Context: an optimization exercise on an open-source flow, tuned for small area and a short achievable clock period. The choices shown serve that exercise and are no tape-out recipe.
The RTL was checked by simulation tests, not by an equivalence proof against the original design.
The flow treats the clock pin as an ideal source, which a real chip does not have.
Power is estimated from default activity; no workload was simulated.

### flow/design.v
module ALU_DESIGN #(parameter DW = 8, CW = 4)(INP_VALID,OPA,OPB,CIN,CLK,RST,CMD,CE,MODE,COUT,OFLOW,RES,G,E,L,ERR);
  input [DW-1:0] OPA,OPB;
  input CLK,RST,CE,MODE,CIN;
  input [CW-1:0] CMD;
  input [1:0] INP_VALID;
  output reg [DW+1:0] RES;
  output reg COUT;
  output reg OFLOW;
  output reg G;
  output reg E;
  output reg L;
  output reg ERR;
  reg [7:0] A, B;
  reg [3:0] C;
  reg [4:0] W;
  reg VA, VB;
  reg [7:0] P, Q;
  always @(posedge CLK) begin
    if (INP_VALID[0]) A <= OPA;
    if (INP_VALID[1]) B <= OPB;
    if (|INP_VALID) C <= CMD;
  end
  always @(posedge CLK) begin
    if (RST) begin
      VA <= 1'b0;
      VB <= 1'b0;
    end else begin
      if (INP_VALID[0]) VA <= 1'b1;
      if (INP_VALID[1]) VB <= 1'b1;
    end
  end
  always @(posedge CLK) begin
    if (|INP_VALID)
      W[3:0] <= 4'd0;
    else if ((VA ^ VB) && !W[4])
      W[3:0] <= W[3:0] + 4'd1;
  end
  always @(posedge CLK) begin
    if (RST || (|INP_VALID))
      W[4] <= 1'b0;
    else if ((VA ^ VB) && (&W[3:0]))
      W[4] <= 1'b1;
  end
  wire timeout_err = !RST && W[4] && (INP_VALID == 2'b10 || (INP_VALID == 2'b01 && VB));
  wire c0  = (C == 4'd0);
  wire c1  = (C == 4'd1);
  wire c2  = (C == 4'd2);
  wire c3  = (C == 4'd3);
  wire c4  = (C == 4'd4);
  wire c5  = (C == 4'd5);
  wire c6  = (C == 4'd6);
  wire c7  = (C == 4'd7);
  wire c8  = (C == 4'd8);
  wire c9  = (C == 4'd9);
  wire c10 = (C == 4'd10);
  wire c11 = (C == 4'd11);
  wire c12 = (C == 4'd12);
  wire c13 = (C == 4'd13);
  wire xa    = C[3] ? C[0] : ~(C[2] & C[1]);
  wire x1    = ~C[3] & C[2] & C[1] & ~C[0];
  wire xp    = C[3] & C[1] & ~C[0];
  wire ybsel = ~C[3] & ~(C[2] & ~C[1]);
  wire yinv  = ~C[2] & C[0];
  wire y1    = ~C[3] & C[2] & ~C[1] & C[0];
  wire ci    = c1 | c7 | c10 | (c2 & CIN) | (c3 & ~CIN);
  wire [7:0] xl = ({8{xa}} & A) | ({8{xp}} & P) | {8{x1}};
  wire [7:0] yl = ({8{ybsel}} & (B ^ {8{yinv}})) | {8{y1}} | ({8{xp}} & ~Q);
  wire xh = x1;
  wire yh = (ybsel & yinv) | y1 | xp;
  wire [9:0] xx = {xh, xh, xl};
  wire [9:0] yy = {yh, yh, yl};
  wire [9:0] sxy = xx + yy;
  wire [9:0] pr = xx ^ yy;
  wire [9:0] cxy = sxy ^ pr;
  wire [9:0] pa;
  genvar gp;
  generate for (gp = 0; gp < 10; gp = gp + 1) begin : g_pa
    if (gp == 0) begin : g0
      assign pa[0] = 1'b1;
    end else begin : gn
      assign pa[gp] = &pr[gp-1:0];
    end
  end endgenerate
  wire [9:0] sum = pr ^ (cxy | (pa & {10{ci}}));
  wire a_lt_b = A < B;
  wire a_eq_b = A == B;
  wire [63:0] pp;
  genvar gi, gj;
  generate for (gi = 0; gi < 8; gi = gi + 1) begin : g_pp
    for (gj = 0; gj < 8; gj = gj + 1) begin : g_ppj
      assign pp[gi*8+gj] = P[gi] & Q[gj];
    end
  end endgenerate
  wire t1 = pp[6] ^ pp[13];
  wire t2 = pp[6] & pp[13];
  wire t3 = pp[7] ^ pp[14] ^ pp[21];
  wire t4 = (pp[7] & pp[14]) | (pp[7] & pp[21]) | (pp[14] & pp[21]);
  wire t5 = pp[28] ^ pp[35];
  wire t6 = pp[28] & pp[35];
  wire t7 = pp[15] ^ pp[22] ^ pp[29];
  wire t8 = (pp[15] & pp[22]) | (pp[15] & pp[29]) | (pp[22] & pp[29]);
  wire t9 = pp[36] ^ pp[43];
  wire t10 = pp[36] & pp[43];
  wire t11 = pp[23] ^ pp[30] ^ pp[37];
  wire t13 = pp[4] ^ pp[11];
  wire t14 = pp[4] & pp[11];
  wire t15 = pp[5] ^ pp[12] ^ pp[19];
  wire t16 = (pp[5] & pp[12]) | (pp[5] & pp[19]) | (pp[12] & pp[19]);
  wire t17 = pp[26] ^ pp[33];
  wire t18 = pp[26] & pp[33];
  wire t19 = pp[20] ^ pp[27] ^ pp[34];
  wire t20 = (pp[20] & pp[27]) | (pp[20] & pp[34]) | (pp[27] & pp[34]);
  wire t21 = pp[41] ^ pp[48] ^ t1;
  wire t22 = (pp[41] & pp[48]) | (pp[41] & t1) | (pp[48] & t1);
  wire t23 = pp[42] ^ pp[49] ^ pp[56];
  wire t24 = (pp[42] & pp[49]) | (pp[42] & pp[56]) | (pp[49] & pp[56]);
  wire t25 = t3 ^ t5 ^ t2;
  wire t26 = (t3 & t5) | (t3 & t2) | (t5 & t2);
  wire t27 = pp[50] ^ pp[57] ^ t7;
  wire t28 = (pp[50] & pp[57]) | (pp[50] & t7) | (pp[57] & t7);
  wire t29 = t9 ^ t4 ^ t6;
  wire t30 = (t9 & t4) | (t9 & t6) | (t4 & t6);
  wire t31 = pp[44] ^ pp[51] ^ pp[58];
  wire t33 = t11 ^ t8 ^ t10;
  wire t35 = pp[3] ^ pp[10];
  wire t36 = pp[3] & pp[10];
  wire t37 = pp[18] ^ pp[25] ^ pp[32];
  wire t38 = (pp[18] & pp[25]) | (pp[18] & pp[32]) | (pp[25] & pp[32]);
  wire t39 = pp[40] ^ t15 ^ t17;
  wire t40 = (pp[40] & t15) | (pp[40] & t17) | (t15 & t17);
  wire t41 = t19 ^ t21 ^ t16;
  wire t42 = (t19 & t21) | (t19 & t16) | (t21 & t16);
  wire t43 = t23 ^ t25 ^ t20;
  wire t44 = (t23 & t25) | (t23 & t20) | (t25 & t20);
  wire t45 = t27 ^ t29 ^ t24;
  wire t46 = (t27 & t29) | (t27 & t24) | (t29 & t24);
  wire t47 = t31 ^ t33 ^ t28;
  wire t49 = pp[2] ^ pp[9];
  wire t50 = pp[2] & pp[9];
  wire t51 = pp[17] ^ pp[24] ^ t35;
  wire t52 = (pp[17] & pp[24]) | (pp[17] & t35) | (pp[24] & t35);
  wire t53 = t13 ^ t37 ^ t36;
  wire t54 = (t13 & t37) | (t13 & t36) | (t37 & t36);
  wire t55 = t14 ^ t39 ^ t38;
  wire t56 = (t14 & t39) | (t14 & t38) | (t39 & t38);
  wire t57 = t18 ^ t41 ^ t40;
  wire t58 = (t18 & t41) | (t18 & t40) | (t41 & t40);
  wire t59 = t22 ^ t43 ^ t42;
  wire t60 = (t22 & t43) | (t22 & t42) | (t43 & t42);
  wire t61 = t26 ^ t45 ^ t44;
  wire t62 = (t26 & t45) | (t26 & t44) | (t45 & t44);
  wire t63 = t30 ^ t47 ^ t46;
  wire [9:0] mr1 = {t63, t61, t59, t57, t55, t53, t51, pp[16], pp[1], pp[0]};
  wire [9:0] mr2 = {t62, t60, t58, t56, t54, t52, t50, t49, pp[8], 1'b0};
  wire [9:0] prod = mr1 + mr2;
  wire [7:0] pinc, qinc;
  genvar gq;
  generate for (gq = 0; gq < 8; gq = gq + 1) begin : g_inc
    if (gq == 0) begin : g0
      assign pinc[0] = ~A[0];
      assign qinc[0] = ~B[0];
    end else begin : gn
      assign pinc[gq] = A[gq] ^ (&A[gq-1:0]);
      assign qinc[gq] = B[gq] ^ (&B[gq-1:0]);
    end
  end endgenerate
  wire lt0 = c1 | c3 | c5 | c6 | c7;
  wire lt1 = c1 | c4 | c6;
  wire lt2 = c1 | c4 | c7 | c8;
  wire lt3 = c0 | c5 | c8;
  wire [7:0] lfun = (A & B & {8{lt3}}) | (A & ~B & {8{lt2}}) | (~A & B & {8{lt1}}) | (~A & ~B & {8{lt0}});
  wire [7:0] lres = lfun |
      ({8{c9}}  & {A[6:0], 1'b0}) |
      ({8{c10 | c11}} & {B[6:0], 1'b0}) |
      {7'd0, c2 & (|A) & (|B)};
  wire s0 = B[0];
  wire s1 = B[1] ^ (C[0] & B[0]);
  wire s2 = B[2] ^ (C[0] & (B[1] | B[0]));
  wire [7:0] r1 = s0 ? {A[6:0], A[7]} : A;
  wire [7:0] r2 = s1 ? {r1[5:0], r1[7:6]} : r1;
  wire [7:0] r3 = s2 ? {r2[3:0], r2[7:4]} : r2;
  wire [7:0] lrot = (c12 | c13) ? r3 : 8'd0;
  wire [9:0] ares =
      ({10{~C[3] | c10}} & sum) |
      ({10{c9}} & prod);
  wire [9:0] res_n = MODE ? ares : {2'b00, lres | lrot};
  wire cout_n  = MODE & (c0 | c2) & sum[8];
  wire oflow_n = MODE & (c1 | c3) & a_lt_b;
  wire e_n     = MODE & c8 & a_eq_b;
  wire g_n     = MODE & c8 & ~a_lt_b & ~a_eq_b;
  wire l_n     = MODE & c8 & a_lt_b;
  wire err_n   = ~MODE & c12 & (|B[7:4]);
  wire upd = CE & (RST | (VA & VB));
  always @(posedge CLK) begin
    if (upd) begin
      RES   <= RST ? 10'd0 : res_n;
      COUT  <= !RST & cout_n;
      OFLOW <= !RST & oflow_n;
      G     <= !RST & g_n;
      E     <= !RST & e_n;
      L     <= !RST & l_n;
    end
  end
  always @(posedge CLK) begin
    if (timeout_err)
      ERR <= 1'b1;
    else if (upd)
      ERR <= !RST & err_n;
  end
  wire pq_upd = CE & (RST | (VA & VB & MODE & (c9 | c10)));
  always @(posedge CLK) begin
    if (pq_upd) begin
      P <= RST ? 8'd0 : (c9 ? pinc : {A[6:0], 1'b0});
      Q <= RST ? 8'd0 : (c9 ? qinc : B);
    end
  end
endmodule
### flow/flow/run.sh
#!/bin/bash
# Layout flow: the standard ORFS flow (standard.sh), with two changes:
#  - synthesis is the standard script (synth_recipe.tcl, ORFS synth.tcl) except
#    that full/half-adder extraction is off (ADDER_MAP_FILE empty) and the
#    final ABC mapping runs flow/syn.abc instead of ORFS's speed script;
#    the registers are unchanged (same passes up to dfflibmap);
#  - the port buffers are sky130_fd_sc_hd__buf_2 cells instead of the
#    default delay cells;
#  - after CTS, flow/skew.tcl delays the clock of the output registers
#    (useful skew for the register-to-register paths into them).
set -uo pipefail
W=$(pwd)
{
  head -n 1 synth_recipe.tcl
  cat <<EOT
proc abc {args} {
  set i [lsearch \$args -script]
  lset args [expr {\$i + 1}] $W/flow/syn.abc
  puts "flow/run.sh: abc \$args"
  yosys abc {*}\$args
}
EOT
  tail -n +2 synth_recipe.tcl
} > my_synth.tcl
bash standard.sh SYNTH_SCRIPT=$W/my_synth.tcl ADDER_MAP_FILE= \
  "BUFFER_PORTS_ARGS=-buffer_cell sky130_fd_sc_hd__buf_2" \
  POST_CTS_TCL=$W/flow/skew.tcl finish > flow_standard.log 2>&1
rc=$?
cp -r orfs/logs flow_orfs_logs 2>/dev/null
exit $rc
### flow/flow/skew.tcl
# Useful skew between registers: the output registers (RES and the flags)
# get their clock later than the registers that feed them (the second
# group, P and Q, has an empty chain here). Each group of
# target registers on one clock-tree leaf net gets a chain of delay cells.
proc skew_esc {s} { return [string map {[ \\[ ] \\]} $s] }
set skew_rx [list {^(RES\[[0-9]+\]|COUT|OFLOW|G|E|L|ERR)\$_} {^(P|Q)\[[0-9]+\]\$_}]
set skew_chain [list {sky130_fd_sc_hd__clkdlybuf4s25_1 sky130_fd_sc_hd__clkbuf_4} {}]
array unset skew_grp
foreach cell [get_cells *] {
  set name [get_full_name $cell]
  for {set gi 0} {$gi < 2} {incr gi} {
    if {[regexp [lindex $skew_rx $gi] $name]} {
      set pin [get_pins -quiet "[skew_esc $name]/CLK"]
      if {$pin eq ""} { continue }
      set net [get_full_name [get_nets -of_objects $pin]]
      lappend skew_grp([list $net $gi]) $pin
    }
  }
}
set nins 0
foreach key [lsort [array names skew_grp]] {
  lassign $key net gi
  set chain [lindex $skew_chain $gi]
  set curnet $net
  foreach bc $chain {
    set pins $skew_grp($key)
    insert_buffer -buffer_cell $bc -net [get_nets [skew_esc $curnet]] -load_pins $pins
    incr nins
    set curnet [get_full_name [get_nets -of_objects [lindex $pins 0]]]
  }
  puts "skew: group $gi on $net: [llength $skew_grp($key)] registers, now on $curnet"
}
puts "skew: inserted $nins cells"
# The skew must not be what makes the input paths meet timing: from here on
# the repair sees CIN and MODE, whose paths end mostly at the delayed
# registers, arriving later by more than the skew.
set_input_delay 1.5 -clock [get_clocks core_clock] [get_ports {CIN MODE}]
detailed_placement
estimate_parasitics -placement
repair_timing_helper
detailed_placement
check_placement -verbose
### flow/flow/syn.abc
strash
dch
map -D 2000
strash
dch
map -D 2000
topo
buffer -c
upsize -c -D 2000
dnsize -c -D 2000
stime -c
### flow/standard.sh
#!/bin/bash
# synth_recipe.tcl (not shown) runs the flow's synth.tcl, then flattens the netlist and writes it again
# the make line also repeats each setting of config.mk as NAME=value (left out here)
make -C /OpenROAD-flow-scripts/flow DESIGN_CONFIG=/design/flow/config.mk WORK_HOME=/design/flow/orfs CLKGATE_MAP_FILE= SYNTH_SCRIPT=/design/flow/synth_recipe.tcl "${@:-finish}"
### flow/config.mk
export PLATFORM = sky130hd
export DESIGN_NAME = ALU_DESIGN
export DESIGN_NICKNAME = ALU_DESIGN
export VERILOG_FILES = /design/flow/design.v
export SDC_FILE = /design/flow/constraint.sdc
export NUM_CORES = 4
export LEC_CHECK = 0
export CAP_MARGIN = 20
export CORE_MARGIN = 2
export CORE_UTILIZATION = 40
export SETUP_SLACK_MARGIN = 2.2
export SLEW_MARGIN = 20
### flow/constraint.sdc
create_clock -name core_clock -period 5.0 [get_ports {CLK}]
set_input_delay 1.0000 -clock core_clock [delete_from_list [all_inputs] [get_ports {CLK}]]
set_output_delay 1.0000 -clock core_clock [all_outputs]
set_load 0.01 [all_outputs]
==> out/metrics.yaml, run 1 <==
layout:
  final_nets: 908
  final_area_um2: 6680
  diodes: 0
  synthToLayoutAreaGrowth_pct: 20.7
  drive_gt1_share_pct: 21.6
  n_fill_cell: 1404
global_routing:
  grt_usage_pct: 25.3
  antenna_found_initial: 0
  grt_pass1_vias: 5554
  grt_max_degree: 23
  grt_pass1_wl_um: 28600
  grt_overflow: 0
drt:
  drt_iter0_markers: 413
  drc: 0
  vias_per_cell: 5.55
  drtAntennaViolNets: 0
  firstDrtPassIters: 5
  wire_per_inst_um: 16.8
  routed_wl_um: 17900
  vias: 5891
critical_path:
  crit_fanout: 3
  timing.rr.end: "RES[8]"
  cp_slowest_cell: "a2111o_1"
  slowest_delay_ns: 0.43
  r2r_start: "C[1]"
  critPathTopFamily: "compound AO/OA/AOI/OAI gates"
  crit_chain: "buf_2 -> a2111o_1 -> nand2_1 -> inv_1 -> nor2_1 -> nor2_1 -> nor2_1 -> xnor2_1 -> nand2_1 -> o311ai_0 -> nand2_1 -> a31oi_1"
  crit_required_ns: 5.54
  startpoint_type: "input pin"
  reg2reg_slack_ns: 2.46
  cp-endpoint: "RES[2]"
  timing.critical_path.from: "CIN"
  crit_buf_inv: 2
  ff2ff_path_depth: 21
  cp.depth: 12
  cp.arrival_ns: 3.25
  crit_type: "in -> reg"
  end_kind: "flip-flop"
hold_path:
  worstHoldPathType: "reg -> reg"
  whs_path_depth: 2
place:
  portBuffers: 42
  pre_cts_ws_ns: 1.90
  dpl.hpwl_um: 13600
  routabilityCongestion: 1.01
  dpl_cell_area_um2: 5900
synth:
  synth_edf_count: 51
  synth-xor-area-share_pct: 5.81
  synth-simple-area-share_pct: 32.7
  synth_mux_area_share_pct: 1.45
  yosys_register_bits: 59
  yosys_warnings: 1
  synthArstFlopShare_pct: 0
  syn_area_per_cell_um2: 6.91
  synth_fa_ha_area_share_pct: 0
  synth_area_um2: 5540
  synthCells: 801
  synth.area.top_cells: "edfxtp_1 28%, nand2_1 12%, nor2_1 7.4%"
  yosysSeqAreaShare_pct: 30.5
  syn_nets: 828
  synth_cell_types: 61
  synth_compound_area_share_pct: 21.0
  synth_top_family_by_area: "simple AND/OR/NAND/NOR gates"
  synth_ff_type: "edfxtp_1"
  synth_top_area_cell: "edfxtp_1"
  yosysTopAreaCellShare_pct: 27.7
die:
  placementRows: 42
  chipHeight_um: 122
  dieArea_um2: 14800
  coreArea_um2: 13400
  start_util_pct: 41.3
  die_x_um: 122
  io_pins: 43
sta:
  finalWorstSetupSlack_ns: 2.29
  grt_setup_unrepaired: "no"
  fin_hold_ws_ns: 0.274
  finalSetupViolCount: 0
  min_period_over_period_pct: 54.2
  finalHoldViolCount: 0
  timing.fmax_mhz: 369
  fin_skew_ns: 0.429
  final-max-slew-violation-count: 0
  fin_crit_ns: 2.71
  tns_ns: 0
  worstMarginPinSlew_ns: 0.816
  slew-limit-headroom_pct: 45.6
flow_run:
  cap_viol_max_count: 0
power_and_ir_drop:
  finalPower_w: 0.00207
  peakVddDrop_uv: 168
  cellPowerDensity_nw_per_um2: 309
  p_leak_nw: 3.00
cts:
  clkSlewWorstSetupHoldPaths_ns: 0.05
  clock-sinks: 59
  insertion_delay_ns: 0.76
  cts_tree: "yes"
run_status:
  status: "finished clean"
kinds of logic after synthesis:
kind of cell	count (synthesis)
AO/OA/AOI/OAI	180
multiplexers	8
XOR/XNOR	35
buffers and inverters	119
flip-flops	59
AND/OR/NAND/NOR	400
cells in the final DEF (no fill, tap or decap), types with 20 or more instances in the layout:
cell      count
nor2_1      105
inv_1        83
o21ai_0      44
buf_4        36
nand2_2      20
buf_2        42
edfxtp_1     51
nand2_1     173
a21oi_1      49
nand3_1      34
worst min-delay path: cells and delay by family, from the launching register on:
family | cells | cell delay (ns)
flops | 1 | 0.36
compound gates | 2 | 0.26
final cells by class:
class	count	area, µm²	share of cell area, %
multi-input cells	623	3520	52.7
flip-flops and latches	59	1690	25.3
repair buffers	79	492	7.36
inverters	101	384	5.75
well taps	176	220	3.29
clock inverters	7	76.3	1.14
Yosys cell counts (5+ instances only):
library cell    n
nand3_1        37
a22oi_1         5
o21ai_0        45
inv_2          12
o221ai_1        8
o22ai_1        13
clkbuf_1       10
edfxtp_1       51
nor2_1        109
a21oi_1        49
a31oi_1         6
xnor2_1        16
dfxtp_1         8
nand2_1       179
buf_2           5
nor3_1         17
nand4_1         6
inv_1          88
xor2_1         17
mux2i_1         8
nand2_2        16
o211ai_1        8
nand3_2        10
nor4_1          5
where the power goes:
group | switching, W | internal, W
Sequential | 0.0000376 | 0.000573
Clock | 0.000264 | 0.000466
Combinational | 0.000464 | 0.000262
Total | 0.000766 | 0.00130
stage by stage:
stage               utilization, %  instances
finish                        49.9       1062
global route                  49.9       1062
detailed placement            44.0       1004
global placement              44.0       1004
floorplan                        -        801
state kept, by name (all words and copies together) (netlist names), 4 cells and up:
| signal | flops |
|---|---|
| A | 8 |
| P | 8 |
| W | 5 |
| Q | 8 |
| C | 4 |
| RES | 10 |
| B | 8 |
per-layer routing:
layer	vias up	GRT usage, %	share of wire [%]
met5	-	0	0
met4	0	8.26	2.6
met3	49	5.62	7.0
met2	226	41.9	46
met1	2696	32.8	44
li1	2920	-	-
how the worst min path moves through the flow:
| stage | end | from |
|---|---|---|
| 2_1_floorplan | W[2] | W[2] |
| 3_3_place_gp | W[3] | W[3] |
| 3_5_place_dp | W[3] | W[3] |
| 6_report | ERR | W[4] |
| 5_1_grt | ERR | W[4] |
==> run 2, diff against run 1 <==
--- a/flow/config.mk
+++ b/flow/config.mk
@@ -10,3 +10,3 @@
 export CORE_UTILIZATION = 40
-export SETUP_SLACK_MARGIN = 2.2
+export SETUP_SLACK_MARGIN = 2.4
 export SLEW_MARGIN = 20
==> out/metrics.yaml, run 2 <==
run_status:
  status: "finished clean"  # unchanged
cts:
  cts_tree: "yes"  # unchanged
  clkSlewWorstSetupHoldPaths_ns: 0.05  # about the same
  insertion_delay_ns: 0.73  # was 0.76 ns
  clock-sinks: 59  # unchanged
place:
  portBuffers: 42  # unchanged
  routabilityCongestion: 1.04  # was 1.01
  dpl.cell_count: 1003  # was 1004
  dpl.hpwl_um: 13400  # was 13600 µm
synth:
  yosysTopAreaCellShare_pct: 27.7  # unchanged
  synth.area.top_cells: "edfxtp_1 28%, nand2_1 12%, nor2_1 7.4%"  # unchanged
  synth_cell_types: 61  # unchanged
  synthArstFlopShare_pct: 0  # unchanged
  synthCells: 801  # unchanged
  synth_top_area_cell: "edfxtp_1"  # unchanged
  yosysMostFrequentCell: "nand2_1"  # unchanged
  synth_area_um2: 5540  # unchanged
  synth_ff_type: "edfxtp_1"  # unchanged
  syn_area_per_cell_um2: 6.91  # unchanged
  yosys_register_bits: 59  # unchanged
  yosysSeqAreaShare_pct: 30.5  # unchanged
  synth_edf_count: 51  # unchanged
  syn_nets: 828  # unchanged
  synthTopCellsByCount: "179 x nand2_1, 109 x nor2_1, 88 x inv_1"  # unchanged
  yosys_warnings: 1  # unchanged
sta:
  fin_crit_ns: 2.59  # was 2.71 ns
  tns_ns: 0  # unchanged
  timing.fmax_mhz: 386  # was 369 MHz
  finalHoldViolCount: 0  # unchanged
  worstMarginPinSlew_ns: 0.672  # was 0.816 ns
  grt_setup_unrepaired: "yes"  # was no
  min_period_over_period_pct: 51.8  # was 54.2%
  slew-limit-headroom_pct: 55.1  # was 45.6%
  fin_skew_ns: 0.396  # was 0.429 ns
  finalSetupViolCount: 0  # unchanged
  final-max-slew-violation-count: 0  # unchanged
drt:
  vias: 6042  # was 5891
  vias_per_cell: 5.51  # was 5.55
  drt_iter0_markers: 576  # was 413
  drtAntennaViolNets: 0  # unchanged
  drc: 0  # unchanged
  wire_per_inst_um: 17.1  # was 16.8 µm
  routed_wl_um: 18700  # was 17900 µm
  firstDrtPassIters: 6  # was 5
layout:
  synthToLayoutAreaGrowth_pct: 31.3  # was 20.7%
  postLayoutCoreUtil_pct: 54.2  # was 49.9%
  top_register: "RES"  # unchanged
  diodes: 0  # unchanged
  drive_gt1_share_pct: 29.6  # was 21.6%
  final_common_cell: "nand2_1"  # unchanged
  final_nets: 942  # was 908
  stdcell_count: 1096  # was 1062
  largest_reg_flops: 10  # unchanged
  layout_common_cells: "158 x nand2_1, 100 x nor2_1, 76 x inv_1, 66 x buf_4, 51 x edfxtp_1"  # was 173 x nand2_1, 105 x nor2_1, 83 x inv_1, 51 x edfxtp_1, 49 x a21oi_1
critical_path:
  cp_slowest_cell: "a21oi_4"  # was a2111o_1
  crit_type: "in -> reg"  # unchanged
  startpoint_type: "input pin"  # unchanged
  crit_chain: "buf_2 -> o211ai_1 -> a21oi_4"  # was buf_2 -> a2111o_1 -> nand2_1 -> inv_1 -> nor2_1 -> nor2_1 -> nor2_1 -> xnor2_1 -> nand2_1 -> o311ai_0 -> nand2_1 -> a31oi_1
  crit_fanout: 16  # was 3
  crit_required_ns: 4.97  # was 5.54 ns
  slowest_delay_ns: 0.53  # was 0.43 ns
  cp.arrival_ns: 2.56  # was 3.25 ns
  end_kind: "flip-flop"  # unchanged
  reg2reg_slack_ns: 2.46  # about the same
die:
  coreArea_um2: 13400  # unchanged
  die_x_um: 122  # unchanged
  placementRows: 42  # unchanged
  start_util_pct: 41.3  # unchanged
  chipHeight_um: 122  # unchanged
  io_pins: 43  # unchanged
  dieArea_um2: 14800  # unchanged
power_and_ir_drop:
  cellPowerDensity_nw_per_um2: 296  # was 309 nW/µm²
  peakVddDrop_uv: 159  # was 168 µV
  p_leak_nw: 3.19  # was 3.00 nW
global_routing:
  grt_pass1_vias: 5674  # was 5554
  grt_overflow: 0  # unchanged
  grt_max_degree: 23  # unchanged
  grt_usage_pct: 25.5  # was 25.3%
  antenna_found_initial: 0  # unchanged
  grt_pass1_wl_um: 29200  # was 28600 µm
hold_path:
  worstHoldPathType: "reg -> reg"  # unchanged
flow_run:
  cap_viol_max_count: 0  # unchanged
==> run 2: area by class of cell <==
type	count	area (µm²)
Sequential cell	59	1690
Timing Repair Buffer	112	757
Timing Repair inverter	1	7.51
Fill cell	1294	6130
Tap cell	176	220
Inverter	101	399
Clock inverter	7	52.6
Multi-Input combinational cell	623	3850
==> run 2: metrics by stage <==
stage | total power, W | hold WS, ns | area (µm²) | setup WS (ns)
6_report | 0.00215 | 0.229 | 7270 | 2.41
5_1_grt | 0.00226 | 0.243 | 7270 | 2.31
3_5_place_dp | 0.00127 | 0.468 | 5890 | 1.92
3_3_place_gp | 0.00127 | 0.461 | 5890 | 1.94
2_1_floorplan | 0.00111 | 0.443 | 5540 | 2.36
==> run 2: final timing paths <==
path,depth (start not counted),to,start
hold / removal,2,ERR,W[4]
setup / recovery,3,Q[7],MODE
setup reg to reg,9,P[5],C[2]
hold reg to reg,2,ERR,W[4]
==> run 2: report_power, final <==
group          switching, W  internal (W)  total, W
logic              0.000526      0.000331  0.000857
registers         0.0000380      0.000573  0.000611
clock network      0.000265      0.000415  0.000681
total              0.000829       0.00132   0.00215
==> run 2: per-layer routing <==
layer | global-route usage [%] | routed length (µm) | vias to the layer above
li1 | - | - | 2975
met1 | 34.0 | 8080 | 2766
met2 | 41.9 | 8740 | 256
met3 | 4.07 | 1360 | 45
met4 | 9.48 | 568 | 0
met5 | 0 | 0 | -
==> run 2: critical path, delay by kind of cell <==
kind / cells / cell delay [ns]
AO/OA/AOI/OAI: 2 / 0.73
buffers and inverters: 1 / 0.30
==> run 2: logic make-up after synthesis <==
family | count (synthesis) | synth area share (%)
buffers and inverters | 119 | 8.52
AOI/OAI and AO/OA | 180 | 21.0
xor gates and xnor gates | 35 | 5.81
and+or+nand+nor | 400 | 32.7
muxes | 8 | 1.45
DFF | 59 | 30.5
==> run 3, diff against run 2 <==
--- a/flow/flow/run.sh
+++ b/flow/flow/run.sh
@@ -26,2 +26,3 @@
   "BUFFER_PORTS_ARGS=-buffer_cell sky130_fd_sc_hd__buf_2" \
+  "CTS_ARGS=-sink_clustering_enable -repair_clock_nets -dont_use_dummy_load" \
   POST_CTS_TCL=$W/flow/skew.tcl finish > flow_standard.log 2>&1
--- a/flow/flow/skew.tcl
+++ b/flow/flow/skew.tcl
@@ -36,3 +36,3 @@
 # registers, arriving later by more than the skew.
-set_input_delay 1.5 -clock [get_clocks core_clock] [get_ports {CIN MODE}]
+set_input_delay 1.75 -clock [get_clocks core_clock] [get_ports {CIN MODE}]
 detailed_placement
==> out/metrics.yaml, run 3 <==
power_and_ir_drop:
  cellPowerDensity_nw_per_um2: 290  # was 296 nW/µm²
  seqPwrFrac_pct: 29.7  # was 28.4%
  p_leak_nw: 3.13  # was 3.19 nW
  swShare_pct: 37.6  # was 38.6%
  clock_power_share_pct: 29.5  # was 31.7%
  power.switching_w: 0.000772  # was 0.000829 W
  peakVddDrop_uv: 157  # was 159 µV
  intPower_w: 0.00128  # was 0.00132 W
  p_comb_share_pct: 40.8  # was 39.9%
synth:
  synthArstFlopShare_pct: 0  # unchanged
  synth_edf_count: 51  # unchanged
  yosysMostFrequentCell: "nand2_1"  # unchanged
  synth_top_area_cell: "edfxtp_1"  # unchanged
  yosysSeqAreaShare_pct: 30.5  # unchanged
  syn_area_per_cell_um2: 6.91  # unchanged
  yosysTopAreaCellShare_pct: 27.7  # unchanged
  synth_cell_types: 61  # unchanged
  syn_nets: 828  # unchanged
  yosys_register_bits: 59  # unchanged
  yosys_warnings: 1  # unchanged
  synth_area_um2: 5540  # unchanged
  synth.area.top_cells: "edfxtp_1 28%, nand2_1 12%, nor2_1 7.4%"  # unchanged
  synthCells: 801  # unchanged
  synthTopCellsByCount: "179 x nand2_1, 109 x nor2_1, 88 x inv_1"  # unchanged
  synth_ff_type: "edfxtp_1"  # unchanged
die:
  io_pins: 43  # unchanged
  start_util_pct: 41.3  # unchanged
  placementRows: 42  # unchanged
  coreArea_um2: 13400  # unchanged
  chipHeight_um: 122  # unchanged
  dieArea_um2: 14800  # unchanged
  die_x_um: 122  # unchanged
hold_path:
  worstHoldPathType: "reg -> reg"  # unchanged
  min-delay-start: "W[4]"  # unchanged
  whs_path_depth: 2  # unchanged
  whs_endpoint: "ERR"  # unchanged
sta:
  min_period_over_period_pct: 56.4  # was 51.8%
  finalHoldViolCount: 0  # unchanged
  fin_crit_ns: 2.82  # was 2.59 ns
  worstMarginPinSlew_ns: 0.728  # was 0.672 ns
  fin_skew_ns: 0.396  # about the same
  final-max-slew-violation-count: 0  # unchanged
  timing.fmax_mhz: 355  # was 386 MHz
  grt_setup_unrepaired: "yes"  # unchanged
  tns_ns: 0  # unchanged
  finalSetupViolCount: 0  # unchanged
  slew-limit-headroom_pct: 51.0  # was 55.1%
critical_path:
  crit_fanout: 4  # was 16
  crit_type: "in -> reg"  # unchanged
  r2r_start: "C[1]"  # was C[2]
  slowest_delay_ns: 0.39  # was 0.53 ns
  reg2reg_slack_ns: 2.46  # about the same
  cp.arrival_ns: 3.27  # was 2.56 ns
  timing.rr.end: "RES[7]"  # was P[5]
  crit_required_ns: 5.45  # was 4.97 ns
  end_kind: "flip-flop"  # unchanged
  ff2ff_path_depth: 19  # was 9
  crit_chain: "buf_6 -> a2111o_1 -> nand2_1 -> inv_2 -> nand3_4 -> o21ai_4 -> a21oi_2 -> or2_1 -> nand3_2 -> nand2_2 -> nand2_2 -> nand3_2 -> o22ai_1"  # was buf_2 -> o211ai_1 -> a21oi_4
  startpoint_type: "input pin"  # unchanged
  cp_slowest_cell: "a2111o_1"  # was a21oi_4
flow_run:
  cap_viol_max_count: 0  # unchanged
drt:
  drtAntennaViolNets: 0  # unchanged
  vias: 5983  # was 6042
  firstDrtPassIters: 5  # was 6
  vias_per_cell: 5.53  # was 5.51
  drt_iter0_markers: 614  # was 576
  drc: 0  # unchanged
  routed_wl_um: 18500  # was 18700 µm
  wire_per_inst_um: 17.1  # about the same
layout:
  drive_gt1_share_pct: 27.1  # was 29.6%
  layout_common_cells: "167 x nand2_1, 102 x nor2_1, 78 x inv_1, 59 x buf_4, 51 x edfxtp_1"  # was 158 x nand2_1, 100 x nor2_1, 76 x inv_1, 66 x buf_4, 51 x edfxtp_1
  postLayoutCoreUtil_pct: 52.9  # was 54.2%
  diodes: 0  # unchanged
  final_nets: 934  # was 942
  final_common_cell: "nand2_1"  # unchanged
  synthToLayoutAreaGrowth_pct: 28.0  # was 31.3%
  n_fill_cell: 1308  # was 1294
  top_register: "RES"  # unchanged
  largest_reg_flops: 10  # unchanged
global_routing:
  grt_usage_pct: 25.5  # about the same
  grt_max_degree: 18  # was 23
  grt_pass1_wl_um: 29100  # was 29200 µm
  grt_overflow: 0  # unchanged
  antenna_found_initial: 0  # unchanged
  grt_pass1_vias: 5646  # was 5674
cts:
  cts_tree: "yes"  # unchanged
  clkSlewWorstSetupHoldPaths_ns: 0.08  # was 0.05 ns
  insertion_delay_ns: 0.71  # was 0.73 ns
  clock-sinks: 59  # unchanged
run_status:
  status: "finished clean"  # unchanged
place:
  dpl.hpwl_um: 13400  # unchanged
  routabilityCongestion: 1.04  # unchanged
  portBuffers: 42  # unchanged
[run 3: cell counts after synthesis]
No cell type changed its count.
[run 3: metal layers]
layer  share of wire [%]  GRT usage, %  up-vias  wire [µm]
met1                  44          34.0     2726       8100
met3                 6.9          4.03       50       1290
met4                 3.0          8.84        0        548
met5                   0             0        -          0
met2                  46          42.2      251       8560
li1                    -             -     2956          -
[run 3: worst max path at each step]
| stage | cells past startpoint | slack (ns) | startpoint | endpoint |
|---|---|---|---|---|
| floorplan | 20 | 2.36 | P[1] | RES[9] |
| global placement | 19 | 1.94 | C[3] | RES[8] |
| detailed placement | 20 | 1.92 | C[3] | RES[8] |
| global route | 12 | 2.06 | CIN | RES[2] |
| finish | 13 | 2.18 | CIN | RES[8] |
[run 3: per-stage QoR]
stage / area, µm² / setup WS (ns) / std cells / total power [W] / hold WS, ns
final: 7090 / 2.18 / 1081 / 0.00206 / 0.232
after global routing: 7090 / 2.06 / 1081 / 0.00217 / 0.243
after detailed placement: 5890 / 1.92 / 1003 / 0.00127 / 0.468
after global placement: 5890 / 1.94 / 1003 / 0.00127 / 0.461
after floorplan: 5540 / 2.36 / 801 / 0.00111 / 0.443
[run 3: critical path: cells and delay by family]
kind	cells	cell delay [ns]
AO/OA/AOI/OAI	4	0.69
buffers and inverters	2	0.16
AND/OR/NAND/NOR	7	0.68
[run 3: cells by family (layout without fill, tap and decap cells)]
logic type | Yosys count | count (layout) | synth area share (%)
flip-flops | 59 | 59 | 30.5
AO/OA/AOI/OAI | 180 | 180 | 21.0
AND/OR/NAND/NOR | 400 | 400 | 32.7
multiplexers | 8 | 8 | 1.45
XOR/XNOR | 35 | 35 | 5.81
buffers and inverters | 119 | 223 | 8.52
[run 3: area by class of cell]
| type | instances | area [µm²] | share of cell area [%] |
|---|---|---|---|
| Multi-Input combinational cell | 623 | 3770 | 53.2 |
| Inverter | 101 | 394 | 5.56 |
| Tap cell | 176 | 220 | 3.11 |
| Timing Repair Buffer | 103 | 702 | 9.90 |
| Timing Repair inverter | 2 | 12.5 | 0.177 |
| Sequential cell | 59 | 1690 | 23.9 |
[run 3: power by group through the flow]
stage          Combinational, W  Clock (W)  Sequential [W]
3_5_place_dp           0.000647          0        0.000627
2_1_floorplan          0.000508          0        0.000605
5_1_grt                0.000918   0.000640        0.000614
3_3_place_gp           0.000646          0        0.000627
6_report               0.000838   0.000607        0.000610
==> run 4, diff against run 3 <==
--- a/flow/config.mk
+++ b/flow/config.mk
@@ -10,3 +10,3 @@
 export CORE_UTILIZATION = 40
-export SETUP_SLACK_MARGIN = 2.4
+export SETUP_SLACK_MARGIN = 2.35
 export SLEW_MARGIN = 20
==> out/metrics.yaml, run 4 <==
run_status:
  status: "finished clean"  # unchanged
global_routing:
  grt_overflow: 0  # unchanged
  antenna_found_initial: 0  # unchanged
  grt_usage_pct: 25.6  # was 25.5%
  grt_max_degree: 23  # was 18
  grt_pass1_wl_um: 29400  # was 29100 µm
  grt_pass1_vias: 5615  # was 5646
synth:
  synthTopCellsByCount: "179 x nand2_1, 109 x nor2_1, 88 x inv_1"  # unchanged
  syn_area_per_cell_um2: 6.91  # unchanged
  syn_nets: 828  # unchanged
  yosysTopAreaCellShare_pct: 27.7  # unchanged
  synth.area.top_cells: "edfxtp_1 28%, nand2_1 12%, nor2_1 7.4%"  # unchanged
  yosysSeqAreaShare_pct: 30.5  # unchanged
  yosys_register_bits: 59  # unchanged
  synthArstFlopShare_pct: 0  # unchanged
  synth_top_area_cell: "edfxtp_1"  # unchanged
  yosys_warnings: 1  # unchanged
  synth_area_um2: 5540  # unchanged
  synth_edf_count: 51  # unchanged
  synth_ff_type: "edfxtp_1"  # unchanged
  synthCells: 801  # unchanged
  synth_cell_types: 61  # unchanged
  yosysMostFrequentCell: "nand2_1"  # unchanged
drt:
  wire_per_inst_um: 16.9  # was 17.1 µm
  drtAntennaViolNets: 0  # unchanged
  firstDrtPassIters: 5  # unchanged
  met2_wirelength_um: 8460  # was 8560 µm
  vias_per_cell: 5.55  # was 5.53
  drt_iter0_markers: 472  # was 614
  wl_met1_um: 8030  # was 8100 µm
  vias: 5982  # was 5983
  top_layer: "met4"  # unchanged
  routed_wl_um: 18200  # was 18500 µm
  dr_wl_met3_um: 1230  # was 1290 µm
  drc: 0  # unchanged
sta:
  grt_setup_unrepaired: "yes"  # unchanged
  worstMarginPinSlew_ns: 0.837  # was 0.728 ns
  fin_hold_ws_ns: 0.223  # was 0.232 ns
  slew-limit-headroom_pct: 44.2  # was 51.0%
  finalSetupViolCount: 0  # unchanged
  timing.fmax_mhz: 352  # was 355 MHz
  fin_crit_ns: 2.84  # was 2.82 ns
  tns_ns: 0  # unchanged
  min_period_over_period_pct: 56.8  # was 56.4%
  fin_skew_ns: 0.414  # was 0.396 ns
  final-max-slew-violation-count: 0  # unchanged
  finalHoldViolCount: 0  # unchanged
die:
  dieArea_um2: 14800  # unchanged
  chipHeight_um: 122  # unchanged
  coreArea_um2: 13400  # unchanged
  start_util_pct: 41.3  # unchanged
  placementRows: 42  # unchanged
  io_pins: 43  # unchanged
  die_x_um: 122  # unchanged
flow_run:
  cap_viol_max_count: 0  # unchanged
layout:
  final_nets: 931  # was 934
  largest_reg_flops: 10  # unchanged
  n_fill_cell: 1314  # was 1308
  stdcell_count: 1078  # was 1081
  diodes: 0  # unchanged
  layout_common_cells: "171 x nand2_1, 102 x nor2_1, 84 x inv_1, 56 x buf_4, 51 x edfxtp_1"  # was 167 x nand2_1, 102 x nor2_1, 78 x inv_1, 59 x buf_4, 51 x edfxtp_1
  final-seq-area_um2: 1690  # unchanged
  synthToLayoutAreaGrowth_pct: 25.4  # was 28.0%
  multi_input_area_um2: 3650  # was 3770 µm²
  final_common_cell: "nand2_1"  # unchanged
  drive_gt1_share_pct: 24.9  # was 27.1%
  top_register: "RES"  # unchanged
  final_area_um2: 6950  # was 7090 µm²
power_and_ir_drop:
  swShare_pct: 37.3  # was 37.6%
  peakVddDrop_uv: 147  # was 157 µV
  power.switching_w: 0.000758  # was 0.000772 W
  seqPwrFrac_pct: 30.0  # was 29.7%
  clock_power_share_pct: 30.3  # was 29.5%
  p_comb_share_pct: 39.6  # was 40.8%
  intPower_w: 0.00127  # was 0.00128 W
  p_leak_nw: 3.11  # was 3.13 nW
  cellPowerDensity_nw_per_um2: 293  # was 290 nW/µm²
critical_path:
  cp.arrival_ns: 3.31  # was 3.27 ns
  cp_slowest_cell: "a2111o_1"  # unchanged
  crit_required_ns: 5.47  # was 5.45 ns
  slowest_delay_ns: 0.41  # was 0.39 ns
  r2r_start: "C[0]"  # was C[1]
  timing.critical_path.from: "CIN"  # unchanged
  crit_fanout: 4  # unchanged
  end_kind: "flip-flop"  # unchanged
  crit_buf_inv: 2  # unchanged
  crit_type: "in -> reg"  # unchanged
  startpoint_type: "input pin"  # unchanged
  critPathTopFamily: "compound AO/OA/AOI/OAI gates"  # unchanged
  crit_chain: "buf_8 -> a21oi_2 -> a2111o_1 -> nand2_1 -> inv_2 -> nand3_4 -> o21ai_2 -> a21oi_2 -> or2_1 -> nand3_2 -> nand2_2 -> nand2_2 -> nand3_2 -> o22ai_1"  # was buf_6 -> a2111o_1 -> nand2_1 -> inv_2 -> nand3_4 -> o21ai_4 -> a21oi_2 -> or2_1 -> nand3_2 -> nand2_2 -> nand2_2 -> nand3_2 -> o22ai_1
place:
  dpl.hpwl_um: 13400  # about the same
  routabilityCongestion: 1.06  # was 1.04
  dpl_cell_area_um2: 5890  # unchanged
  dpl.cell_count: 1003  # unchanged
  portBuffers: 42  # unchanged
cts:
  clkSlewWorstSetupHoldPaths_ns: 0.07  # was 0.08 ns
  cts_tree: "yes"  # unchanged
  clock-sinks: 59  # unchanged
  insertion_delay_ns: 0.73  # was 0.71 ns
hold_path:
  min-delay-start: "W[4]"  # unchanged
  worstHoldPathType: "reg -> reg"  # unchanged
[run 4: cell types whose count changed in the layout (fill, tap and decap cells not counted), sizes merged]
cell / change
inv: +1
clkinvlp: -3
clkbuf: -1
[run 4: power by group through the flow]
| stage | combinational [W] | sequential [W] | clock [W] |
|---|---|---|---|
| 2_1_floorplan | 0.000508 | 0.000605 | 0 |
| 3_3_place_gp | 0.000644 | 0.000628 | 0 |
| 3_5_place_dp | 0.000643 | 0.000628 | 0 |
| 5_1_grt | 0.000886 | 0.000614 | 0.000636 |
| 6_report | 0.000806 | 0.000610 | 0.000616 |
[run 4: per-stage QoR]
step                      total power (W)  utilization (%)  setup slack, ns
after global routing              0.00214             51.8             2.08
after global placement            0.00127             44.0             1.93
final                             0.00203             51.8             2.16
after floorplan                   0.00111                -             2.36
after detailed placement          0.00127             44.0             1.92
[run 4: layer usage]
layer  up-vias  global-route usage, %
met5         -                      0
met4         0                   8.76
met3        51                   4.21
met2       257                   41.8
met1      2727                   34.4
li1       2947                      -
[run 4: cell type report]
class / instances / share of cell area, %
multi-input cells: 623 / 52.6
flip-flops and latches: 59 / 24.4
repair buffers: 102 / 10.0
inverters: 101 / 5.62
well taps: 176 / 3.17
[run 4: final timing paths]
check	slack [ns]	cells past startpoint	to
setup / recovery	2.16	14	RES[8]
hold reg to reg	0.22	2	ERR
setup reg to reg	2.44	19	RES[6]
hold / removal	0.22	2	ERR
[run 4: logic make-up after synthesis]
| group | share of synthesized area (%) |
|---|---|
| AO/OA/AOI/OAI | 21.0 |
| multiplexers | 1.45 |
| XOR/XNOR | 5.81 |
| buffers and inverters | 8.52 |
| AND/OR/NAND/NOR | 32.7 |
| flip-flops | 30.5 |
[run 4: tightest hold or removal path, delay by kind of cell, from the launching register on]
family             cells  cell delay [ns]
DFF                    1             0.35
AOI/OAI and AO/OA      2             0.23
==> run 5, diff against run 4 <==
--- a/flow/flow/run.sh
+++ b/flow/flow/run.sh
@@ -26,3 +26,2 @@
   "BUFFER_PORTS_ARGS=-buffer_cell sky130_fd_sc_hd__buf_2" \
-  "CTS_ARGS=-sink_clustering_enable -repair_clock_nets -dont_use_dummy_load" \
   POST_CTS_TCL=$W/flow/skew.tcl finish > flow_standard.log 2>&1
--- a/flow/flow/skew.tcl
+++ b/flow/flow/skew.tcl
@@ -36,3 +36,3 @@
 # registers, arriving later by more than the skew.
-set_input_delay 1.75 -clock [get_clocks core_clock] [get_ports {CIN MODE}]
+set_input_delay 1.65 -clock [get_clocks core_clock] [get_ports {CIN MODE}]
 detailed_placement
--- a/flow/config.mk
+++ b/flow/config.mk
@@ -10,3 +10,3 @@
 export CORE_UTILIZATION = 40
-export SETUP_SLACK_MARGIN = 2.35
+export SETUP_SLACK_MARGIN = 2.45
 export SLEW_MARGIN = 20
==> out/metrics.yaml, run 5 <==
run_status:
  status: "finished clean"  # unchanged
die:
  placementRows: 42  # unchanged
  coreArea_um2: 13400  # unchanged
  die_x_um: 122  # unchanged
  chipHeight_um: 122  # unchanged
  io_pins: 43  # unchanged
  start_util_pct: 41.3  # unchanged
  dieArea_um2: 14800  # unchanged
synth:
  synthTopCellsByCount: "179 x nand2_1, 109 x nor2_1, 88 x inv_1"  # unchanged
  synth-simple-area-share_pct: 32.7  # unchanged
  synth-xor-area-share_pct: 5.81  # unchanged
  synth_edf_count: 51  # unchanged
  yosys_warnings: 1  # unchanged
  synth_compound_area_share_pct: 21.0  # unchanged
  synth_fa_ha_area_share_pct: 0  # unchanged
  yosys_register_bits: 59  # unchanged
  synth_ff_type: "edfxtp_1"  # unchanged
  synth.area.top_cells: "edfxtp_1 28%, nand2_1 12%, nor2_1 7.4%"  # unchanged
  syn_area_per_cell_um2: 6.91  # unchanged
  yosysSeqAreaShare_pct: 30.5  # unchanged
  synthArstFlopShare_pct: 0  # unchanged
  synth_area_um2: 5540  # unchanged
  synth_top_area_cell: "edfxtp_1"  # unchanged
  synth_top_family_by_area: "simple AND/OR/NAND/NOR gates"  # unchanged
  synthCells: 801  # unchanged
  synth_mux_area_share_pct: 1.45  # unchanged
  syn_nets: 828  # unchanged
  yosysTopAreaCellShare_pct: 27.7  # unchanged
  yosysMostFrequentCell: "nand2_1"  # unchanged
  synth_cell_types: 61  # unchanged
layout:
  postLayoutCoreUtil_pct: 54.7  # was 51.8%
  final_common_cell: "nand2_1"  # unchanged
  largest_reg_flops: 10  # unchanged
  diodes: 0  # unchanged
  final_nets: 951  # was 931
  top_register: "RES"  # unchanged
  n_fill_cell: 1278  # was 1314
  layout_common_cells: "160 x nand2_1, 95 x nor2_1, 77 x inv_1, 71 x buf_4, 51 x edfxtp_1"  # was 171 x nand2_1, 102 x nor2_1, 84 x inv_1, 56 x buf_4, 51 x edfxtp_1
  synthToLayoutAreaGrowth_pct: 32.4  # was 25.4%
  drive_gt1_share_pct: 30.7  # was 24.9%
power_and_ir_drop:
  peakVddDrop_uv: 264  # was 147 µV
  p_leak_nw: 3.26  # was 3.11 nW
  cellPowerDensity_nw_per_um2: 301  # was 293 nW/µm²
sta:
  timing.fmax_mhz: 363  # was 352 MHz
  fin_skew_ns: 0.408  # was 0.414 ns
  tns_ns: 0  # unchanged
  worstMarginPinSlew_ns: 0.649  # was 0.837 ns
  finalHoldViolCount: 0  # unchanged
  slew-limit-headroom_pct: 56.3  # was 44.2%
  final-max-slew-violation-count: 0  # unchanged
  min_period_over_period_pct: 55.2  # was 56.8%
  finalSetupViolCount: 0  # unchanged
  fin_crit_ns: 2.76  # was 2.84 ns
  grt_setup_unrepaired: "yes"  # unchanged
global_routing:
  met3_usage_pct: 5.24  # was 4.21%
  grt_overflow: 0  # unchanged
  antenna_found_initial: 0  # unchanged
  grt_max_degree: 23  # unchanged
  grt_usage_pct: 26.9  # was 25.6%
  grt_pass1_vias: 5894  # was 5615
  grt_pass1_wl_um: 30800  # was 29400 µm
  globalRouteMet1Util_pct: 34.2  # was 34.4%
  busiest_layer: "met2"  # unchanged
  use_met2_pct: 45.3  # was 41.8%
critical_path:
  end_kind: "flip-flop"  # unchanged
  startpoint_type: "input pin"  # unchanged
  crit_fanout: 3  # was 4
  cp.arrival_ns: 3.29  # was 3.31 ns
  crit_required_ns: 5.53  # was 5.47 ns
  crit_type: "in -> reg"  # unchanged
flow_run:
  cap_viol_max_count: 0  # unchanged
cts:
  clkSlewWorstSetupHoldPaths_ns: 0.05  # was 0.07 ns
  insertion_delay_ns: 0.74  # was 0.73 ns
  clock-sinks: 59  # unchanged
  cts_tree: "yes"  # unchanged
drt:
  vias_per_cell: 5.58  # was 5.55
  wire_per_inst_um: 17.3  # was 16.9 µm
  routed_wl_um: 19100  # was 18200 µm
  drc: 0  # unchanged
  vias: 6169  # was 5982
  firstDrtPassIters: 6  # was 5
  drtAntennaViolNets: 0  # unchanged
  drt_iter0_markers: 544  # was 472
place:
  routabilityCongestion: 0.996  # was 1.06
  portBuffers: 42  # unchanged
  dpl.hpwl_um: 13600  # was 13400 µm
hold_path:
  worstHoldPathType: "reg -> reg"  # unchanged
==> run 5: cell counts after synthesis <==
No cell type changed its count.
==> run 5: per-layer routing <==
| layer | routed length [µm] | share of wire (%) |
|---|---|---|
| met3 | 1340 | 7.0 |
| met1 | 8080 | 42 |
| met4 | 527 | 2.8 |
| met5 | 0 | 0 |
| met2 | 9170 | 48 |
==> run 5: area by class of cell <==
| cell class | count | area (µm²) | share of cell area (%) |
|---|---|---|---|
| tap | 176 | 220 | 3.00 |
| multi-input combinational | 624 | 3810 | 52.0 |
| timing repair inverter | 1 | 5.00 | 0.0683 |
| timing repair buffer | 120 | 837 | 11.4 |
| sequential | 59 | 1690 | 23.1 |
| inverter | 101 | 397 | 5.41 |
| clock inverter | 7 | 76.3 | 1.04 |
==> run 5: path summary, 6_finish.rpt <==
check / start / end / cells past startpoint / slack, ns
setup / recovery: CIN / RES[2] / 12 / 2.24
setup reg to reg: Q[3] / RES[9] / 13 / 2.55
hold / removal: W[4] / ERR / 2 / 0.26
hold reg to reg: W[4] / ERR / 2 / 0.26
==> run 5: worst max-delay path, cell delays in order <==
cell and delay (ns):
buf_6 0.10, a2111o_1 0.40, nand2_2 0.10, inv_4 0.05
nor2_4 0.10, nor2_1 0.05, nor2_1 0.14, xnor2_1 0.14
nand2_1 0.11, o311ai_4 0.09, nand2_1 0.13, a31oi_1 0.23
==> run 5: per-stage QoR <==
step	cells	setup slack (ns)	total power, W	instance area [µm²]	hold WS (ns)
6_report	1105	2.24	0.00221	7330	0.263
5_1_grt	1105	2.21	0.00233	7330	0.322
3_5_place_dp	1003	1.95	0.00128	5900	0.472
3_3_place_gp	1003	1.98	0.00128	5900	0.469
2_1_floorplan	801	2.36	0.00112	5550	0.443
==> run 5: cell families (layout without fill, tap and decap cells) <==
| family | count (synthesis) | count (layout) |
|---|---|---|
| flip-flops | 59 | 59 |
| AO/OA/AOI/OAI | 180 | 180 |
| XOR/XNOR | 35 | 35 |
| multiplexers | 8 | 8 |
| buffers and inverters | 119 | 246 |
| AND/OR/NAND/NOR | 400 | 401 |
==> run 5: where the power goes <==
| part | total [W] | switching, W | internal (W) | leakage [nW] |
|---|---|---|---|---|
| registers | 0.000610 | 0.0000374 | 0.000573 | 0.564 |
| logic | 0.000874 | 0.000534 | 0.000340 | 2.52 |
| clock network | 0.000726 | 0.000260 | 0.000465 | 0.175 |
==> run 6, diff against run 5 <==
--- a/flow/config.mk
+++ b/flow/config.mk
@@ -10,3 +10,5 @@
 export CORE_UTILIZATION = 40
-export SETUP_SLACK_MARGIN = 2.45
+export CTS_CLUSTER_DIAMETER = 500
+export CTS_CLUSTER_SIZE = 60
+export SETUP_SLACK_MARGIN = 2.3
 export SLEW_MARGIN = 20
==> out/metrics.yaml, run 6 <==
global_routing:
  grt_usage_pct: 25.4  # was 26.9%
  grt_overflow: 0  # unchanged
  antenna_found_initial: 0  # unchanged
  grt_pass1_wl_um: 29200  # was 30800 µm
  grt_pass1_vias: 5528  # was 5894
  grt_max_degree: 23  # unchanged
cts:
  clkSlewWorstSetupHoldPaths_ns: 0.06  # was 0.05 ns
  cts_tree: "yes"  # unchanged
  clock-sinks: 59  # unchanged
  insertion_delay_ns: 0.73  # was 0.74 ns
critical_path:
  end_kind: "flip-flop"  # unchanged
  crit_fanout: 11  # was 3
  startpoint_type: "input pin"  # unchanged
  crit_path_frequent_cell: "nor2_1"
  critPathTopFamily: "simple AND/OR/NAND/NOR gates"  # was compound AO/OA/AOI/OAI gates
  cp.arrival_ns: 3.27  # was 3.29 ns
  crit_required_ns: 5.58  # was 5.53 ns
  cp_slowest_cell: "nor2_1"  # was a2111o_1
  slowest_delay_ns: 0.35  # was 0.40 ns
  crit_buf_inv: 3  # was 2
  crit_type: "in -> reg"  # unchanged
  crit_chain: "buf_2 -> clkinv_2 -> nor2_1 -> inv_1 -> nor2_1 -> nand3_2 -> o22ai_1"  # was buf_6 -> a2111o_1 -> nand2_2 -> inv_4 -> nor2_4 -> nor2_1 -> nor2_1 -> xnor2_1 -> nand2_1 -> o311ai_4 -> nand2_1 -> a31oi_1
drt:
  vias_per_cell: 5.50  # was 5.58
  wire_per_inst_um: 16.8  # was 17.3 µm
  firstDrtPassIters: 5  # was 6
  drc: 0  # unchanged
  drtAntennaViolNets: 0  # unchanged
  routed_wl_um: 18100  # was 19100 µm
  drt_iter0_markers: 537  # was 544
  vias: 5929  # was 6169
die:
  dieArea_um2: 14800  # unchanged
  chipHeight_um: 122  # unchanged
  coreArea_um2: 13400  # unchanged
  die_x_um: 122  # unchanged
  io_pins: 43  # unchanged
  start_util_pct: 41.3  # unchanged
  placementRows: 42  # unchanged
synth:
  yosysMostFrequentCell: "nand2_1"  # unchanged
  synth_area_um2: 5540  # unchanged
  synthCells: 801  # unchanged
  synth_top_area_cell: "edfxtp_1"  # unchanged
  yosys_register_bits: 59  # unchanged
  syn_area_per_cell_um2: 6.91  # unchanged
  synth_cell_types: 61  # unchanged
  yosysTopAreaCellShare_pct: 27.7  # unchanged
  synth_ff_type: "edfxtp_1"  # unchanged
  synthArstFlopShare_pct: 0  # unchanged
  synthTopCellsByCount: "179 x nand2_1, 109 x nor2_1, 88 x inv_1"  # unchanged
  synth_edf_count: 51  # unchanged
  yosysSeqAreaShare_pct: 30.5  # unchanged
  yosys_warnings: 1  # unchanged
  synth.area.top_cells: "edfxtp_1 28%, nand2_1 12%, nor2_1 7.4%"  # unchanged
  syn_nets: 828  # unchanged
layout:
  postLayoutCoreUtil_pct: 51.7  # was 54.7%
  synthToLayoutAreaGrowth_pct: 25.0  # was 32.4%
  stdcell_count: 1078  # was 1105
  layout_common_cells: "172 x nand2_1, 104 x nor2_1, 82 x inv_1, 51 x edfxtp_1, 51 x buf_4"  # was 160 x nand2_1, 95 x nor2_1, 77 x inv_1, 71 x buf_4, 51 x edfxtp_1
  top_register: "RES"  # unchanged
  drive_gt1_share_pct: 24.4  # was 30.7%
  largest_reg_flops: 10  # unchanged
  final_common_cell: "nand2_1"  # unchanged
  n_fill_cell: 1312  # was 1278
  diodes: 0  # unchanged
  final_nets: 924  # was 951
place:
  portBuffers: 42  # unchanged
  routabilityCongestion: 1.06  # was 0.996
  dpl.cell_count: 1003  # unchanged
  dpl.hpwl_um: 13400  # was 13600 µm
run_status:
  status: "finished clean"  # unchanged
sta:
  worstMarginPinSlew_ns: 0.644  # was 0.649 ns
  min_period_over_period_pct: 53.9  # was 55.2%
  fin_skew_ns: 0.405  # was 0.408 ns
  grt_setup_unrepaired: "yes"  # unchanged
  final-max-slew-violation-count: 0  # unchanged
  timing.fmax_mhz: 371  # was 363 MHz
  finalSetupViolCount: 0  # unchanged
  tns_ns: 0  # unchanged
  fin_hold_ws_ns: 0.226  # was 0.263 ns
  slew-limit-headroom_pct: 56.9  # was 56.3%
  fin_crit_ns: 2.69  # was 2.76 ns
  finalHoldViolCount: 0  # unchanged
power_and_ir_drop:
  peakVddDrop_uv: 152  # was 264 µV
  finalPower_w: 0.00213  # was 0.00221 W
  p_comb_share_pct: 36.5  # was 39.6%
  cellPowerDensity_nw_per_um2: 307  # was 301 nW/µm²
  p_leak_nw: 3.11  # was 3.26 nW
  seqPwrFrac_pct: 28.8  # was 27.6%
  swShare_pct: 37.2  # was 37.6%
  clock_power_share_pct: 34.7  # was 32.8%
  power.switching_w: 0.000790  # was 0.000832 W
  intPower_w: 0.00134  # was 0.00138 W
hold_path:
  worstHoldPathType: "reg -> reg"  # unchanged
flow_run:
  cap_viol_max_count: 0  # unchanged
[run 6: cell types whose count changed in the layout (fill, tap and decap cells not counted), sizes merged]
cell	delta
nand2	-1
inv	+2
clkinv	+1
clkinvlp	-4
buf	-25
[run 6: path summary, 6_finish.rpt]
check	start	end	slack, ns	depth (start not counted)
worst min-delay path	W[4]	ERR	0.23	2
worst min register to register	W[4]	ERR	0.23	2
worst max-delay path	MODE	RES[8]	2.31	7
worst max register to register	Q[4]	RES[8]	2.50	14
[run 6: cells by family after synthesis]
kind of cell / Yosys count / synth area share [%]
xor+xnor: 35 / 5.81
compound gates: 180 / 21.0
mux: 8 / 1.45
flops: 59 / 30.5
buf+inv: 119 / 8.52
simple gates: 400 / 32.7
[run 6: per-layer routing]
| layer | wire [µm] | share of wire (%) | track usage (%) |
|---|---|---|---|
| met3 | 1240 | 6.8 | 4.92 |
| met4 | 323 | 1.8 | 6.75 |
| met5 | 0 | 0 | 0 |
| met2 | 8450 | 47 | 42.1 |
| met1 | 8080 | 45 | 34.0 |
[run 6: cell type report]
cell class,instances,area [µm²],area share [%]
flip-flops and latches,59,1690,24.4
clock inverters,7,75.1,1.08
inverters,101,388,5.60
multi-input cells,623,3620,52.3
well taps,176,220,3.18
repair buffers,95,634,9.16
[run 6: worst register-to-register path: stages (launching register included)]
cell,delay [ns]
edfxtp_1,0.52
nand2_1,0.16
nor3_2,0.28
nor2_1,0.11
or2_1,0.27
nand2_1,0.08
xnor2_1,0.12
or2_1,0.14
a21boi_4,0.22
nand2_1,0.08
a31o_2,0.26
nand3_1,0.10
nand4_1,0.11
nand3_2,0.11
o22ai_1,0.07
[run 6: metrics by stage]
step / setup slack (ns) / cell area, µm²
final: 2.31 / 6920
after global routing: 2.25 / 6920
after detailed placement: 1.92 / 5890
after global placement: 1.93 / 5890
after floorplan: 2.36 / 5540
[run 6: power groups by stage]
stage	Sequential (W)	Clock (W)	Combinational [W]
after floorplan	0.000605	0	0.000508
after global placement	0.000628	0	0.000644
after detailed placement	0.000628	0	0.000643
after global routing	0.000615	0.000765	0.000858
final	0.000611	0.000737	0.000777
==> run 7, diff against run 6 <==
--- a/flow/config.mk
+++ b/flow/config.mk
@@ -10,4 +10,3 @@
 export CORE_UTILIZATION = 40
-export CTS_CLUSTER_DIAMETER = 500
-export CTS_CLUSTER_SIZE = 60
+export PLACE_DENSITY = 0.75
 export SETUP_SLACK_MARGIN = 2.3
==> out/metrics.yaml, run 7 <==
global_routing:
  grt_overflow: 0  # unchanged
  busiest_layer: "met2"  # unchanged
  grt_usage_pct: 24.6  # was 25.4%
  grt_pass1_vias: 5600  # was 5528
  met3_usage_pct: 4.35  # was 4.92%
  globalRouteMet1Util_pct: 31.8  # was 34.0%
  antenna_found_initial: 0  # unchanged
  grt_pass1_wl_um: 28400  # was 29200 µm
  use_met2_pct: 40.7  # was 42.1%
  grt_max_degree: 23  # unchanged
cts:
  clkSlewWorstSetupHoldPaths_ns: 0.08  # was 0.06 ns
  insertion_delay_ns: 0.73  # about the same
  clock-sinks: 59  # unchanged
  cts_tree: "yes"  # unchanged
power_and_ir_drop:
  clock_power_share_pct: 35.9  # was 34.7%
  p_leak_nw: 3.07  # was 3.11 nW
  finalPower_w: 0.00217  # was 0.00213 W
  intPower_w: 0.00137  # was 0.00134 W
  swShare_pct: 36.7  # was 37.2%
  peakVddDrop_uv: 247  # was 152 µV
  cellPowerDensity_nw_per_um2: 313  # was 307 nW/µm²
  p_comb_share_pct: 35.8  # was 36.5%
  seqPwrFrac_pct: 28.2  # was 28.8%
  power.switching_w: 0.000796  # was 0.000790 W
sta:
  slew-limit-headroom_pct: 43.4  # was 56.9%
  tns_ns: 0  # unchanged
  finalHoldViolCount: 0  # unchanged
  timing.fmax_mhz: 366  # was 371 MHz
  worstMarginPinSlew_ns: 0.827  # was 0.644 ns
  fin_skew_ns: 0.398  # was 0.405 ns
  finalSetupViolCount: 0  # unchanged
  fin_hold_ws_ns: 0.257  # was 0.226 ns
  grt_setup_unrepaired: "yes"  # unchanged
  fin_crit_ns: 2.73  # was 2.69 ns
  final-max-slew-violation-count: 0  # unchanged
  min_period_over_period_pct: 54.7  # was 53.9%
die:
  placementRows: 42  # unchanged
  io_pins: 43  # unchanged
  dieArea_um2: 14800  # unchanged
  start_util_pct: 41.3  # unchanged
  die_x_um: 122  # unchanged
  coreArea_um2: 13400  # unchanged
  chipHeight_um: 122  # unchanged
drt:
  vias_per_cell: 5.71  # was 5.50
  wire_per_inst_um: 17.1  # was 16.8 µm
  drtAntennaViolNets: 0  # unchanged
  drt_iter0_markers: 620  # was 537
  routed_wl_um: 18300  # was 18100 µm
  drc: 0  # unchanged
  vias: 6109  # was 5929
  firstDrtPassIters: 9  # was 5
place:
  dpl_cell_area_um2: 5890  # unchanged
  dpl.hpwl_um: 13200  # was 13400 µm
  portBuffers: 42  # unchanged
  routabilityCongestion: 1.05  # was 1.06
  dpl.cell_count: 1003  # unchanged
synth:
  syn_area_per_cell_um2: 6.91  # unchanged
  synth_top_area_cell: "edfxtp_1"  # unchanged
  synthTopCellsByCount: "179 x nand2_1, 109 x nor2_1, 88 x inv_1"  # unchanged
  syn_nets: 828  # unchanged
  synth_ff_type: "edfxtp_1"  # unchanged
  synth_edf_count: 51  # unchanged
  synthArstFlopShare_pct: 0  # unchanged
  synth_area_um2: 5540  # unchanged
  yosysSeqAreaShare_pct: 30.5  # unchanged
  synthCells: 801  # unchanged
  yosys_warnings: 1  # unchanged
  synth_cell_types: 61  # unchanged
  yosys_register_bits: 59  # unchanged
  yosysTopAreaCellShare_pct: 27.7  # unchanged
  yosysMostFrequentCell: "nand2_1"  # unchanged
  synth.area.top_cells: "edfxtp_1 28%, nand2_1 12%, nor2_1 7.4%"  # unchanged
critical_path:
  crit_required_ns: 5.47  # was 5.58 ns
  ff2ff_path_depth: 19  # was 14
  startpoint_type: "input pin"  # unchanged
  cp-endpoint: "RES[7]"  # was RES[8]
  end_kind: "flip-flop"  # unchanged
  cp.arrival_ns: 3.20  # was 3.27 ns
  timing.critical_path.from: "CIN"  # was MODE
  r2r_start: "P[0]"  # was Q[4]
  reg2reg_slack_ns: 2.42  # was 2.50 ns
  timing.rr.end: "RES[9]"  # was RES[8]
  crit_type: "in -> reg"  # unchanged
  crit_fanout: 4  # was 11
layout:
  synthToLayoutAreaGrowth_pct: 24.9  # was 25.0%
  final_nets: 916  # was 924
  stdcell_count: 1070  # was 1078
  drive_gt1_share_pct: 23.7  # was 24.4%
  layout_common_cells: "172 x nand2_1, 102 x nor2_1, 79 x inv_1, 51 x edfxtp_1, 45 x a21oi_1"  # was 172 x nand2_1, 104 x nor2_1, 82 x inv_1, 51 x edfxtp_1, 51 x buf_4
  largest_reg_flops: 10  # unchanged
  top_register: "RES"  # unchanged
  diodes: 0  # unchanged
  final_area_um2: 6920  # about the same
  final_common_cell: "nand2_1"  # unchanged
  n_fill_cell: 1252  # was 1312
run_status:
  status: "finished clean"  # unchanged
hold_path:
  worstHoldPathType: "reg -> reg"  # unchanged
flow_run:
  cap_viol_max_count: 0  # unchanged
## run 7: final cells by class
class | count | area (µm²) | area share, %
clock inverters | 7 | 100 | 1.45
repair buffers | 87 | 571 | 8.25
inverters | 101 | 385 | 5.57
well taps | 176 | 220 | 3.18
multi-input cells | 623 | 3660 | 52.8
flip-flops and latches | 59 | 1690 | 24.4
## run 7: worst min path at each step
stage / endpoint / from / depth (start not counted)
2_1_floorplan: W[2] / W[2] / 1
3_3_place_gp: W[2] / W[2] / 1
3_5_place_dp: W[3] / W[3] / 2
5_1_grt: ERR / W[4] / 2
6_report: ERR / W[4] / 2
## run 7: stage by stage
step,util [%],worst slack [ns]
after floorplan,-,2.36
after global placement,44.0,2.00
after detailed placement,44.0,1.94
after global routing,51.6,2.18
final,51.6,2.27
## run 7: power groups by stage
| stage | sequential (W) | clock, W | combinational [W] |
|---|---|---|---|
| after detailed placement | 0.000627 | 0 | 0.000642 |
| after global placement | 0.000627 | 0 | 0.000639 |
| final | 0.000612 | 0.000779 | 0.000777 |
| after floorplan | 0.000605 | 0 | 0.000508 |
| after global routing | 0.000615 | 0.000813 | 0.000847 |
## run 7: critical path, cell delays in order
cell and delay [ns]:
buf_6 0.10, a21oi_2 0.12, a2111o_1 0.16, nand2_1 0.07, inv_2 0.11, nand3_4 0.10, nor2_1 0.18, nand2_1 0.08
a41oi_1 0.25, xnor2_1 0.09, a21oi_1 0.18, a21oi_1 0.12
## run 7: kinds of logic (layout without fill, tap and decap cells)
family	Yosys count	in the layout	synth area share, %
and+or+nand+nor	400	400	32.7
xor gates and xnor gates	35	35	5.81
AOI/OAI and AO/OA	180	180	21.0
DFF	59	59	30.5
buffers and inverters	119	212	8.52
muxes	8	8	1.45
## run 7: metal layers
layer / wire, µm / share of wire, %
met3: 1660 / 9.1
met1: 7320 / 40
met2: 8500 / 47
met4: 790 / 4.3
met5: 0 / 0
